Source: an optimization exercise on an open RTL-to-GDS flow (aim: small area and a short achievable clock period). Production flows keep margins and buffers that such runs may drop.
Only simulation tests tie the RTL to the original design; equivalence was not proved.
Power is estimated from default activity; no workload was simulated.

==> flow/design.v (excerpt) <==
module hdc1080_readings_to_ascii(
    i_clk, i_srst,
    i_display_temp, i_display_humid,
    i_hygro_op_mode, i_hygro_display_mode,
    o_txt_ascii_line1, o_txt_ascii_line2);
input wire i_clk;
input wire i_srst;
input wire [15:0] i_display_temp;
input wire [15:0] i_display_humid;
input wire [0:0] i_hygro_op_mode;
input wire [2:0] i_hygro_display_mode;
output wire [(16*8-1):0] o_txt_ascii_line1;
output wire [(16*8-1):0] o_txt_ascii_line2;
function automatic [7:0] ascii_of_hdigit(input [3:0] v);
    ascii_of_hdigit = (v < 4'd10) ? {4'h3, v} : (8'h37 + {4'h0, v});
endfunction
function automatic [3:0] dig(input [3:0] a, input [2:0] b);
    dig = a - {b, 1'b0} - {b[0], 3'b000};
endfunction
function automatic [18:0] x5(input [15:0] x);
    reg [18:0] a, b;
    reg c;
    integer i;
    begin
        a = {3'b000, x};
        b = {1'b0, x, 2'b00};
        c = 1'b0;
        for (i = 0; i < 19; i = i + 1) begin
            x5[i] = a[i] ^ b[i] ^ c;
            c = (a[i] & b[i]) | (a[i] & c) | (b[i] & c);
        end
    end
endfunction
function automatic [19:0] x9(input [15:0] x);
    reg [19:0] a, b;
    reg c;
    integer i;
    begin
        a = {4'b0000, x};
        b = {1'b0, x, 3'b000};
        c = 1'b0;
        for (i = 0; i < 20; i = i + 1) begin
            x9[i] = a[i] ^ b[i] ^ c;
            c = (a[i] & b[i]) | (a[i] & c) | (b[i] & c);
        end
    end
endfunction
function automatic [3:0] neg_code(input [4:0] x);
    neg_code = (x == 5'd0 || x == 5'd10) ? 4'd0 : x[3:0] + 4'd6;
endfunction
reg [15:0] r_t;
reg [15:0] r_h;
always @(posedge i_clk) begin
    r_t <= i_display_temp;
    r_h <= i_display_humid;
end
wire [11:0] c_y    = r_t[11:0];
wire [14:0] c_q2   = x5({4'h0, c_y});                    
wire [13:0] c_q1   = x5({5'h00, c_q2[10:0]});            
wire [12:0] c_q0   = x5({6'h00, c_q1[9:0]});             
wire [3:0]  c_w2   = c_q2[14:11];
wire [3:0]  c_w1   = c_q1[13:10];
wire [3:0]  c_w0   = c_q0[12:9];
wire        c_pos  = r_t[15] | r_t[14];
wire [3:0]  c_th   = r_t[15:12] - 4'd4;
wire        c_ge10 = (c_th >= 4'd10);
wire        c_k0 = (c_w0 >= 4'd2);
wire [3:0]  c_n0 = c_k0 ? c_w0 - 4'd2 : c_w0 + 4'd8;
wire        c_k1 = c_k0 && (c_w1 == 4'd9);
wire [3:0]  c_n1 = c_k1 ? 4'd0 : c_w1 + {3'b000, c_k0};
wire [4:0]  c_s2 = c_w2 + 5'd6 + c_k1;
  ...
For scale: roughly 9200 sq um of cells after synthesis.
==> flow/config.mk <==
export PLATFORM = sky130hd
export DESIGN_NAME = hdc1080_readings_to_ascii
export DESIGN_NICKNAME = hdc1080_readings_to_ascii
export VERILOG_FILES = /design/flow/design.v
export SDC_FILE = /design/flow/constraint.sdc
export NUM_CORES = 4
export LEC_CHECK = 0
export ABC_AREA = 1
export CAP_MARGIN = 20
export CORE_MARGIN = 2
export CORE_UTILIZATION = 65
export SLEW_MARGIN = 20
export SYNTH_HIERARCHICAL = 1
==> flow/constraint.sdc <==
create_clock -name core_clock -period 17.0 [get_ports {i_clk}]
set_input_delay 3.4000 -clock core_clock [delete_from_list [all_inputs] [get_ports {i_clk}]]
set_output_delay 3.4000 -clock core_clock [all_outputs]
set_load 0.01 [all_outputs]
standard.sh (not shown) runs the stock make flow with config.mk's settings and CLKGATE_MAP_FILE= SYNTH_SCRIPT=/design/flow/synth_recipe.tcl, a recipe that flattens the netlist after the stock synthesis.
==> flow/flow/run.sh <==
#!/bin/bash
# Standard layout (standard.sh, with config.mk's settings) with these changes:
#  - synthesis leaves adders to ABC (no full/half adder cell extraction),
#  - ports are buffered with sky130_fd_sc_hd__buf_1,
#  - constant outputs share one tie cell per value,
#  - repair_timing aims for 12.5 ns of setup slack.
set -euo pipefail
bash standard.sh ADDER_MAP_FILE= 'BUFFER_PORTS_ARGS=-buffer_cell sky130_fd_sc_hd__buf_1' SETUP_SLACK_MARGIN=12.5 SKIP_REPAIR_TIE_FANOUT=1 finish > standard_flow.log 2>&1
Change:
==> flow/flow/run.sh (replaced) <==
#!/bin/bash
# Standard layout (standard.sh, with config.mk's settings) with these changes:
#  - synthesis is the standard flow's script with ABC mapping by flow/abc.script (area
#    recovery under a delay target), and adders are left to ABC (no full/half
#    adder cell extraction),
#  - ports are buffered with sky130_fd_sc_hd__buf_1,
#  - constant outputs share one tie cell per value,
#  - repair_timing aims for 12.5 ns of setup slack.
set -euo pipefail
W=$PWD
export FLOW_ABC_SCRIPT=$W/flow/abc.script
bash standard.sh SYNTH_SCRIPT=$W/flow/synth.tcl ADDER_MAP_FILE= \
  'BUFFER_PORTS_ARGS=-buffer_cell sky130_fd_sc_hd__buf_1' \
  SETUP_SLACK_MARGIN=12.5 SKIP_REPAIR_TIE_FANOUT=1 finish > standard_flow.log 2>&1
==> flow/flow/abc.script (new file) <==
strash
dc2
dch
map -B 0.9
topo
stime -c
buffer -c
upsize -c
dnsize -c
==> flow/flow/synth.tcl (new file) <==
# The standard flow's synthesis script (synth_recipe.tcl), with ABC run on this flow's own
# mapping script (flow/abc.script) in place of ORFS's.
proc synth {args} { yosys synth -nofsm -noshare {*}$args }
proc abc {args} {
  set i [lsearch -exact $args -script]
  if {$i >= 0} { lset args [expr {$i + 1}] $::env(FLOW_ABC_SCRIPT) }
  yosys abc {*}$args
}
source $::env(SCRIPTS_DIR)/synth.tcl
# left out here: clear keep_hierarchy, flatten, clean up, hide names made inside functions, write 1_2_yosys.v
- CORE_UTILIZATION: 65 -> 40
Die area increases by 63%.
Synthesized cell count increases by 0.90%.
Area after synthesis increases by 1.5%.
Change:
==> flow/flow/run.sh (replaced) <==
#!/bin/bash
# Standard layout (standard.sh, with config.mk's settings) with these changes:
#  - synthesis is the standard flow's script with ABC mapping by flow/abc.script (dc2
#    restructuring, then area-oriented mapping twice), and adders are left to
#    ABC (no full/half adder cell extraction),
#  - ports are buffered with sky130_fd_sc_hd__buf_1,
#  - constant outputs share one tie cell per value,
#  - the clock tree uses sky130_fd_sc_hd__clkbuf_8,
#  - repair_timing aims for 12.5 ns of setup slack.
set -euo pipefail
W=$PWD
export FLOW_ABC_SCRIPT=$W/flow/abc.script
bash standard.sh SYNTH_SCRIPT=$W/flow/synth.tcl ADDER_MAP_FILE= \
  'BUFFER_PORTS_ARGS=-buffer_cell sky130_fd_sc_hd__buf_1' \
  SETUP_SLACK_MARGIN=12.5 SKIP_REPAIR_TIE_FANOUT=1 \
  CTS_BUF_LIST=sky130_fd_sc_hd__clkbuf_8 finish > standard_flow.log 2>&1
==> flow/flow/abc.script (replaced) <==
strash
dc2
dch
map -B 0.9
strash
dch
map -B 0.9
topo
stime -c
buffer -c
upsize -c
dnsize -c
- CORE_UTILIZATION: 40 -> 65
What happened: Sequential share of layout area goes up by 0.76 points. Combinational power goes up by 6.5%. Global-route usage goes up by 9.7 points. Power goes down by 0.32%. Wire length goes down by 1.2%. Die area goes down by 38%. Area after synthesis hardly moves. Critical path depth goes up by 2. Clock skew is about the same. Final area goes down by 2.9%. Worst setup slack is worse by 33 ps.
Change:
==> flow/flow/run.sh (replaced) <==
#!/bin/bash
# Standard layout (standard.sh, with config.mk's settings) with these changes:
#  - synthesis leaves adders to ABC (no full/half adder cell extraction),
#  - ports are buffered with sky130_fd_sc_hd__buf_1,
#  - repair_timing aims for 12.5 ns of setup slack.
set -euo pipefail
bash standard.sh ADDER_MAP_FILE= 'BUFFER_PORTS_ARGS=-buffer_cell sky130_fd_sc_hd__buf_1' SETUP_SLACK_MARGIN=12.5 finish > standard_flow.log 2>&1
- CORE_UTILIZATION: 65 -> 40
removed: flow/flow/abc.script
removed: flow/flow/synth.tcl
What happened: Hold slack is better by 5.0 ps. Die area came out higher by 58%. Final cell count came out higher by 14%. Total power came out higher by 6.3%. Via count came out higher by 2.4%. Cell area came out higher by 7.1%. Routed wire length came out lower by 3.3%. Non-clock buffer count came out higher by 2. Register-to-register slack is better by 20 ps.
Change:
==> flow/flow/run.sh (replaced) <==
#!/bin/bash
# Standard layout (standard.sh, with config.mk's settings) with these changes:
#  - synthesis is the standard flow's script with ABC mapping by flow/abc.script (dc2
#    restructuring, then area-oriented mapping twice), and adders are left to
#    ABC (no full/half adder cell extraction),
#  - ports are buffered with sky130_fd_sc_hd__buf_1,
#  - constant outputs share one tie cell per value,
#  - repair_timing aims for 12.5 ns of setup slack.
set -euo pipefail
W=$PWD
export FLOW_ABC_SCRIPT=$W/flow/abc.script
bash standard.sh SYNTH_SCRIPT=$W/flow/synth.tcl ADDER_MAP_FILE= \
  'BUFFER_PORTS_ARGS=-buffer_cell sky130_fd_sc_hd__buf_1' \
  SETUP_SLACK_MARGIN=12.5 SKIP_REPAIR_TIE_FANOUT=1 finish > standard_flow.log 2>&1
==> flow/flow/abc.script (new file) <==
strash
dc2
dch
map -B 0.9
strash
dch
map -B 0.9
topo
stime -c
buffer -c
upsize -c
dnsize -c
==> flow/flow/synth.tcl (new file) <==
# The standard flow's synthesis script (synth_recipe.tcl), with ABC run on this flow's own
# mapping script (flow/abc.script) in place of ORFS's.
proc synth {args} { yosys synth -nofsm -noshare {*}$args }
proc abc {args} {
  set i [lsearch -exact $args -script]
  if {$i >= 0} { lset args [expr {$i + 1}] $::env(FLOW_ABC_SCRIPT) }
  yosys abc {*}$args
}
source $::env(SCRIPTS_DIR)/synth.tcl
# left out here: clear keep_hierarchy, flatten, clean up, hide names made inside functions, write 1_2_yosys.v
- CORE_UTILIZATION: 40 -> 65
After rerunning:
- worst setup slack loses 51 ps
- die area went down by 37%
- sequential power barely changes

## afterwards: timing with drivers on the ports
The flow's constraints put no driver on any port. The routed layouts listed below were extracted and timed again, unchanged, in two steps.
Step 1: set_driving_cell puts a clkbuf_16 on i_clk and a buf_2 on each other input, an assumption about the parent block.
Step 2 adds t to the input delays and takes it off the output delays; t is the mean of the earliest and latest rising clock arrival at the registers after step 1. Input paths then give back, and output paths get back, about the clock's delay inside the block.
a / b / c = ideal / step 1 / step 2; a / b = the first two.
run | t (ns) | setup WS [ns] | worst setup path at the end
the first run | 0.402 | 12.555 / 12.513 / 12.233 | input to register
the second run | 0.412 | 12.552 / 12.502 / 12.364 | input to register
the third run | 0.430 | 12.520 / 12.482 / 12.322 | input to register
the fourth run | 0.401 | 12.595 / 12.545 / 12.346 | input to register
the fifth run | 0.398 | 12.544 / 12.501 / 12.315 | input to register
After both steps every run listed still meets setup and hold. For the first run, which loses most, drivers alone change the setup slack by -0.042 ns; drivers and shift together by -0.322 ns.
